Background: an optimization exercise with open tools, aiming at small area and a short achievable clock period. Do not read the settings as production practice.
Function was checked by simulation only, so behaviour that the tests miss may differ from the original.

## run 1
## fp64_add
module fp64_add(input clk, input [63:0] a, input [63:0] b, output [63:0] s);
    wire        sx_d, big_d, sub_d, tie_d, hz_d, lzero_d;
    wire [10:0] ex_d;
    wire [51:0] mx_d;
    wire [52:0] ty_d;
    wire [5:0]  dsh_d;
    reg         sx_q, big_q, sub_q, tie_q, hz_q, lzero_q;
    reg  [10:0] ex_q;
    reg  [51:0] mx_q;
    reg  [52:0] ty_q;
    reg  [5:0]  dsh_q;
    wire [52:0] p_d;
    wire [1:0]  k_d;
    wire [11:0] se_d;
    wire        inf_d;
    reg  [52:0] p_q;
    reg  [1:0]  k_q;
    reg  [11:0] se_q;
    reg         inf_q;
    dfa_pre  u_pre(.a(a), .b(b), .sx(sx_d), .ex(ex_d), .mx(mx_d), .ty(ty_d), .dsh(dsh_d), .big(big_d),
                   .sub(sub_d), .tie(tie_d), .hz(hz_d), .lzero(lzero_d));
    dfa_post u_post(.sx(sx_q), .ex(ex_q), .mx(mx_q), .ty(ty_q), .dsh(dsh_q), .big(big_q), .sub(sub_q),
                    .tie(tie_q), .hz(hz_q), .lzero(lzero_q), .p(p_d), .k(k_d), .se(se_d), .inf(inf_d));
    dfa_out  u_out(.p(p_q), .k(k_q), .inf(inf_q), .m(s[51:0]));
    assign s[63:52] = se_q;
    always @(posedge clk) begin
        sx_q    <= sx_d;
        ex_q    <= ex_d;
        mx_q    <= mx_d;
        ty_q    <= ty_d;
        dsh_q   <= dsh_d;
        big_q   <= big_d;
        sub_q   <= sub_d;
        tie_q   <= tie_d;
        hz_q    <= hz_d;
        lzero_q <= lzero_d;
        p_q     <= p_d;
        k_q     <= k_d;
        se_q    <= se_d;
        inf_q   <= inf_d;
    end
endmodule
Size: about 2900 cells after synthesis, ~200 flip-flops, about 190 I/O pins, about 0.017 mm2 of cells after synthesis.
Settings: LEC_CHECK=0, CAP_MARGIN=20, CORE_MARGIN=2, CORE_UTILIZATION=25, SLEW_MARGIN=20; clock period 30.0 ns.
standard.sh (not shown) runs the stock make flow with config.mk's settings and CLKGATE_MAP_FILE= SYNTH_SCRIPT=/design/flow/synth_recipe.tcl, a recipe that flattens the netlist after the stock synthesis.
==> flow/flow/run.sh <==
#!/bin/bash
# Layout flow: the standard flow with an area-oriented ABC mapping script
# (flow/abc.script replaces ORFS's abc_speed.script; registers unchanged),
# plain buffers on the ports, a denser floorplan, and timing repair that
# aims for setup slack of 21.5 ns at the design's clock.
set -euo pipefail
cp -r "$FLOW_HOME/scripts" scripts_mod
cp flow/abc.script scripts_mod/abc_speed.script
bash standard.sh SCRIPTS_DIR="$PWD/scripts_mod" \
  "BUFFER_PORTS_ARGS=-buffer_cell sky130_fd_sc_hd__buf_1" \
  CORE_UTILIZATION=55 SETUP_SLACK_MARGIN=21.5 CTS_BUF_LIST=sky130_fd_sc_hd__clkbuf_8 ADDER_MAP_FILE= finish > standard.log 2>&1
==> flow/flow/abc.script <==
strash
dch
map -a
topo
stime -c
> inputs changed (run 1 -> run 5)
--- a/flow/flow/run.sh
+++ b/flow/flow/run.sh
@@ -9,3 +9,3 @@
 bash standard.sh SCRIPTS_DIR="$PWD/scripts_mod" \
   "BUFFER_PORTS_ARGS=-buffer_cell sky130_fd_sc_hd__buf_1" \
-  CORE_UTILIZATION=55 SETUP_SLACK_MARGIN=21.5 CTS_BUF_LIST=sky130_fd_sc_hd__clkbuf_8 ADDER_MAP_FILE= finish > standard.log 2>&1
+  CORE_UTILIZATION=45 SETUP_SLACK_MARGIN=21.5 CTS_BUF_LIST=sky130_fd_sc_hd__clkbuf_8 ADDER_MAP_FILE= finish > standard.log 2>&1
--- outcome ---
Diff run 1..run 5 | final routed DRC violation total | unchanged. Looking at worst setup slack, run 5 sits 0.11 ns higher than run 1 does. Run 5 against run 1: sequential share of cell area flat; layout-stage area growth over the synthesis result picked up an extra 0.86 points; floorplan die height went up. ~same clock slew at the register clock pins of the worst setup and hold paths in run 1 and run 5. Looking at routed length on met2, run 5 sits about 6% higher than run 1 does. Sort run 1 and run 5 by worst relative slew slack, descending, and run 1 comes first. Diff run 1 -> run 5: total number of cells along the worst setup path ~0 delta; wire length on met3 now smaller.

## what the ideal ports hide
The results above use ideal ports. As a check the final layouts listed here were re-extracted and re-timed, cells and wires unchanged.
Step 1 sets driving cells, clkbuf_16 on the clock port and buf_2 on the other inputs (assumed; they add their load-dependent delay and slew).
Step 2 moves the port delays by t, midway between the first and last clock arrival at a register: inputs arrive t later, outputs are due t later. That takes back most of the time a late clock gives input paths.
Three values: ideal, step 1, step 2; two values: the first two.
run	t, ns	setup WS [ns]	latest minus earliest clock arrival (ns)
run 1	0.569	21.599 / 21.629 / 21.061	0.021 / 0.021
run 5	0.575	21.709 / 21.713 / 21.162	0.019 / 0.019
After both steps every run listed still meets setup and hold. The setup slack of run 5, which loses most, moves by +0.004 ns with the drivers and by -0.547 ns with both steps.
